This design comes from an exercise in tuning for small area, a short achievable clock period and few clock cycles per item on the open sky130 flow, not from production work. At most, simulation tests tie the RTL to the original design; equivalence was not proved. Power and IR drop assume default switching activity.

v6:
==> flow/design.v <==
module master_dma (
    input  wire        clk,
    input  wire        reset,
    input  wire        trigger,
    input  wire [4:0]  length,
    input  wire [31:0] source_address,
    input  wire [31:0] destination_address,
    output wire        done,
    output wire [31:0] ARADDR,
    output wire        ARVALID,
    input  wire        ARREADY,
    input  wire [31:0] RDATA,
    input  wire        RVALID,
    output wire        RREADY,
    output wire [31:0] AWADDR,
    output wire        AWVALID,
    input  wire        AWREADY,
    output wire [31:0] WDATA,
    output wire        WVALID,
    input  wire        WREADY,
    input  wire        BVALID,
    output wire        BREADY
);
wire [2:0] words = length[4:2];
reg       started;      
reg       done_r;       
reg [2:0] ar_count;     
reg [2:0] aw_count;     
reg [2:0] b_count;      
wire active = started ? ~done_r : trigger;
assign ARVALID = active & (ar_count != words);
assign AWVALID = active & (aw_count != words);
addr_offset u_araddr (.clk(clk), .reset(reset), .base(source_address), .count(ar_count),
                      .accept(ARVALID & ARREADY), .addr(ARADDR));
addr_offset u_awaddr (.clk(clk), .reset(reset), .base(destination_address), .count(aw_count),
                      .accept(AWVALID & AWREADY), .addr(AWADDR));
assign WVALID = RVALID & started;
assign WDATA  = RDATA;
assign RREADY = WREADY;
assign BREADY = 1'b1;
wire b_last = BVALID & started & (b_count + 3'd1 == words);
assign done = done_r | b_last;
always @(posedge clk) begin
    if (reset) begin
        started  <= 1'b0;
        done_r   <= 1'b0;
        ar_count <= 3'd0;
        aw_count <= 3'd0;
        b_count  <= 3'd0;
    end else begin
        if (trigger)
            started <= 1'b1;
        if (b_last)
            done_r <= 1'b1;
        if (ARVALID && ARREADY)
            ar_count <= ar_count + 3'd1;
        if (AWVALID && AWREADY)
            aw_count <= aw_count + 3'd1;
        if (BVALID && started)
            b_count <= b_count + 3'd1;
    end
end
endmodule
module addr_offset (
    input  wire        clk,
    input  wire        reset,
    input  wire [31:0] base,
    input  wire [2:0]  count,
    input  wire        accept,
    output wire [31:0] addr
);
localparam GROUP = 4;                   
localparam NG = (27 + GROUP - 1) / GROUP;
reg  [NG-1:0] gcarry;                   
wire          carry_next = gcarry[0] | (accept & (&addr[4:2]));
assign addr[1:0] = base[1:0];
assign addr[4:2] = base[4:2] + count;
genvar k, g;
generate
    for (k = 5; k < 32; k = k + 1) begin : g_inc
        if ((k - 5) % GROUP == 0) begin : g_first
            assign addr[k] = base[k] ^ gcarry[(k - 5) / GROUP];
        end else begin : g_rest
            assign addr[k] = base[k] ^ (gcarry[(k - 5) / GROUP] & (&base[k-1:5 + GROUP * ((k - 5) / GROUP)]));
        end
    end
    for (g = 0; g < NG; g = g + 1) begin : g_carry
        wire next;
        if (g == 0) begin : g_low
            assign next = carry_next;
        end else begin : g_high
            assign next = carry_next & (&base[5 + GROUP * g - 1:5]);
        end
        always @(posedge clk) begin
            if (reset)
                gcarry[g] <= 1'b0;
            else
                gcarry[g] <= next;
        end
    end
endgenerate
endmodule
module dma_top (
    input  wire        clk,
    input  wire        reset,
    input  wire        trigger,
    input  wire [4:0]  length,
    input  wire [31:0] source_address,
    input  wire [31:0] destination_address,
    output wire        done,
    output wire [31:0] ARADDR,
    output wire        ARVALID,
    input  wire        ARREADY,
    input  wire [31:0] RDATA,
    input  wire        RVALID,
    output wire        RREADY,
    output wire [31:0] AWADDR,
    output wire        AWVALID,
    input  wire        AWREADY,
    output wire [31:0] WDATA,
    output wire        WVALID,
    input  wire        WREADY,
    input  wire        BVALID,
    output wire        BREADY
);
master_dma u_dma (
    .clk(clk),
    .reset(reset),
    .trigger(trigger),
    .length(length),
    .source_address(source_address),
    .destination_address(destination_address),
    .done(done),
    .ARADDR(ARADDR),
    .ARVALID(ARVALID),
    .ARREADY(ARREADY),
    .RDATA(RDATA),
    .RVALID(RVALID),
    .RREADY(RREADY),
    .AWADDR(AWADDR),
    .AWVALID(AWVALID),
    .AWREADY(AWREADY),
    .WDATA(WDATA),
    .WVALID(WVALID),
    .WREADY(WREADY),
    .BVALID(BVALID),
    .BREADY(BREADY)
);
endmodule
clock: 3.5 ns
lec_check: 0
cap_margin: 20
core_margin: 2
core_utilization: 45
slew_margin: 20
standard.sh (not shown) runs the stock make flow with config.mk's settings and CLKGATE_MAP_FILE= SYNTH_SCRIPT=/design/flow/synth_recipe.tcl, a recipe that flattens the netlist after the stock synthesis.
==> flow/flow/run.sh <==
#!/bin/bash
# Standard ORFS layout, with the port buffers made from the smallest buffer
# cell and the adders left to ABC (no full/half-adder cell extraction).
set -euo pipefail
bash standard.sh 'BUFFER_PORTS_ARGS=-buffer_cell sky130_fd_sc_hd__buf_1' 'ADDER_MAP_FILE=' finish > orfs_make.log 2>&1
[inputs] v7 vs v6
==> flow/design.v, changed modules only <==
module addr_offset (
    input  wire        clk,
    input  wire        reset,
    input  wire [31:0] base,
    input  wire [2:0]  count,
    input  wire        accept,
    output wire [31:0] addr
);
reg carry;
assign addr[1:0] = base[1:0];
assign addr[4:2] = base[4:2] + count;
genvar k;
generate
    for (k = 5; k < 32; k = k + 1) begin : g_inc
        if (k == 5) begin : g_first
            assign addr[k] = base[k] ^ carry;
        end else begin : g_rest
            assign addr[k] = base[k] ^ (carry & (&base[k-1:5]));
        end
    end
endgenerate
always @(posedge clk) begin
    if (reset)
        carry <= 1'b0;
    else if (accept && (&addr[4:2]))
        carry <= 1'b1;
end
endmodule
Results
- Summary: with v6 as the reference, cell area after synthesis in v7 moved down by more than 10%.
- From v6 to v7 the numbers moved as follows: aggregate global routing overflow barely changed, share of the synthesized area in compound gates (AO/OA/AOI/OAI) dropped 1.1 points, register-to-register slack climbed 0.17 ns, data arrival time at the worst-slack endpoint climbed 0.90 ns.
- Delta (v7 minus v6): fraction of final layout cells with drive strength greater than 1 went down 0.25 points; post-route non-filler standard cell count went down 17.
No run of this note included a check of the RTL's function; only the layout flow was run.


Starts from the design.v that is shown in full above.
==> flow/config.mk <==
export PLATFORM = sky130hd
export DESIGN_NAME = dma_top
export DESIGN_NICKNAME = dma_top
export VERILOG_FILES = /design/flow/design.v
export SDC_FILE = /design/flow/constraint.sdc
export NUM_CORES = 4
export LEC_CHECK = 0
export CAP_MARGIN = 20
export CORE_MARGIN = 2
export CORE_UTILIZATION = 45
export SLEW_MARGIN = 20
==> flow/constraint.sdc <==
create_clock -name core_clock -period 3.5 [get_ports {clk}]
set_input_delay 0.7000 -clock core_clock [delete_from_list [all_inputs] [get_ports {clk}]]
set_output_delay 0.7000 -clock core_clock [all_outputs]
set_load 0.01 [all_outputs]
==> flow/flow/run.sh <==
#!/bin/bash
# ORFS layout with two changes from the standard one:
#  - synthesis maps the logic with a plain delay-oriented ABC script (no
#    full/half-adder extraction, no ABC buffering or resizing); everything else
#    in synthesis, including the registers, is the standard synthesis;
#  - the port buffers are the smallest buffer cell.
set -euo pipefail
here=$(pwd)
rm -rf "$here/scripts_abc"
cp -r "$FLOW_HOME/scripts" "$here/scripts_abc"
printf '&get -n\n&st\n&dch\n&nf -p\n&put\n' > "$here/scripts_abc/abc_speed.script"
bash standard.sh "SCRIPTS_DIR=$here/scripts_abc" 'ADDER_MAP_FILE=' synth > synth.log 2>&1
bash standard.sh 'BUFFER_PORTS_ARGS=-buffer_cell sky130_fd_sc_hd__buf_1' finish > layout.log 2>&1
Change:
--- a/flow/design.v
+++ b/flow/design.v
@@ -22,44 +22,58 @@
     output wire        BREADY
 );
 wire [2:0] words = length[4:2];
 reg       started;      
 reg       done_r;       
+reg       ar_left;      
+reg       aw_left;      
+reg       b_is_last;    
 reg [2:0] ar_count;     
 reg [2:0] aw_count;     
 reg [2:0] b_count;      
-wire active = started ? ~done_r : trigger;
-assign ARVALID = active & (ar_count != words);
-assign AWVALID = active & (aw_count != words);
+assign ARVALID = ar_left & (started | trigger);
+assign AWVALID = aw_left & (started | trigger);
+wire ar_accept = ARVALID & ARREADY;
+wire aw_accept = AWVALID & AWREADY;
 addr_offset u_araddr (.clk(clk), .reset(reset), .base(source_address), .count(ar_count),
-                      .accept(ARVALID & ARREADY), .addr(ARADDR));
+                      .accept(ar_accept), .addr(ARADDR));
 addr_offset u_awaddr (.clk(clk), .reset(reset), .base(destination_address), .count(aw_count),
-                      .accept(AWVALID & AWREADY), .addr(AWADDR));
+                      .accept(aw_accept), .addr(AWADDR));
 assign WVALID = RVALID & started;
 assign WDATA  = RDATA;
 assign RREADY = WREADY;
 assign BREADY = 1'b1;
-wire b_last = BVALID & started & (b_count + 3'd1 == words);
+wire b_last = BVALID & b_is_last;
 assign done = done_r | b_last;
+wire [2:0] b_count_next = b_count + {2'd0, BVALID};
 always @(posedge clk) begin
     if (reset) begin
-        started  <= 1'b0;
-        done_r   <= 1'b0;
-        ar_count <= 3'd0;
-        aw_count <= 3'd0;
-        b_count  <= 3'd0;
+        started   <= 1'b0;
+        done_r    <= 1'b0;
+        ar_left   <= 1'b1;
+        aw_left   <= 1'b1;
+        b_is_last <= 1'b0;
+        ar_count  <= 3'd0;
+        aw_count  <= 3'd0;
+        b_count   <= 3'd0;
     end else begin
         if (trigger)
             started <= 1'b1;
         if (b_last)
             done_r <= 1'b1;
-        if (ARVALID && ARREADY)
+        if (ar_accept) begin
             ar_count <= ar_count + 3'd1;
-        if (AWVALID && AWREADY)
+            if (ar_count + 3'd1 == words)
+                ar_left <= 1'b0;
+        end
+        if (aw_accept) begin
             aw_count <= aw_count + 3'd1;
-        if (BVALID && started)
-            b_count <= b_count + 3'd1;
+            if (aw_count + 3'd1 == words)
+                aw_left <= 1'b0;
+        end
+        b_count   <= b_count_next;
+        b_is_last <= (b_count_next + 3'd1 == words);
     end
 end
 endmodule
 module addr_offset (
     input  wire        clk,
Effect:
- The changed run completed with no timing, DRC or antenna violations
- non-clock buffer count climbs by 1
- area after synthesis increases by a few percent
- final area came out higher by a few percent
- setup slack improves by 0.32 ns
- hold slack improves by 0.028 ns
- total power is higher by about a fifth
- final cell count increases by a few percent
- clock power increases by about a fifth
- fmax came out higher by about a fifth
- global-route usage goes up by 0.38 points
Testbench counts after the change, summed over its fixed seeds: cycles 29,253, words 9,566.
The RTL of the first run of this note was laid out without a check of its function.

-- static timing again, ports no longer ideal --
Ports are ideal in the flow. The routed layouts listed here were re-timed in OpenROAD. Step 1: set_driving_cell puts a clkbuf_16 on clk and a buf_2 on each other input, an assumption about the parent block. Step 2 adds t to the input delays and takes it off the output delays; t is the mean of the earliest and latest rising clock arrival at the registers after step 1. Input paths then give back, and output paths get back, about the clock's delay inside the block. Three values: ideal, step 1, step 2; two values: the first two.
| run | t (ns) | setup WS [ns] | worst setup path after step 2 | worst data-port slew with drivers (ns) | cell pins on the clock port's net |
|---|---|---|---|---|---|
| v6 | 0.293 | 1.137 / 1.116 / 1.116 | input to output | 0.08 | 1 |
| v7 | 0.265 | 0.238 / 0.199 / 0.199 | input to output | 0.08 | 1 |
| the first run of note 2 | 0.291 | 0.968 / 0.939 / 0.939 | input to output | 0.09 | 1 |
| the second run of note 2 | 0.294 | 1.286 / 1.262 / 1.177 | input to register | 0.12 | 1 |
After both steps setup and hold are still met in every run listed. For the second run of note 2, which loses most, drivers alone change the setup slack by -0.024 ns; drivers and shift together by -0.109 ns.
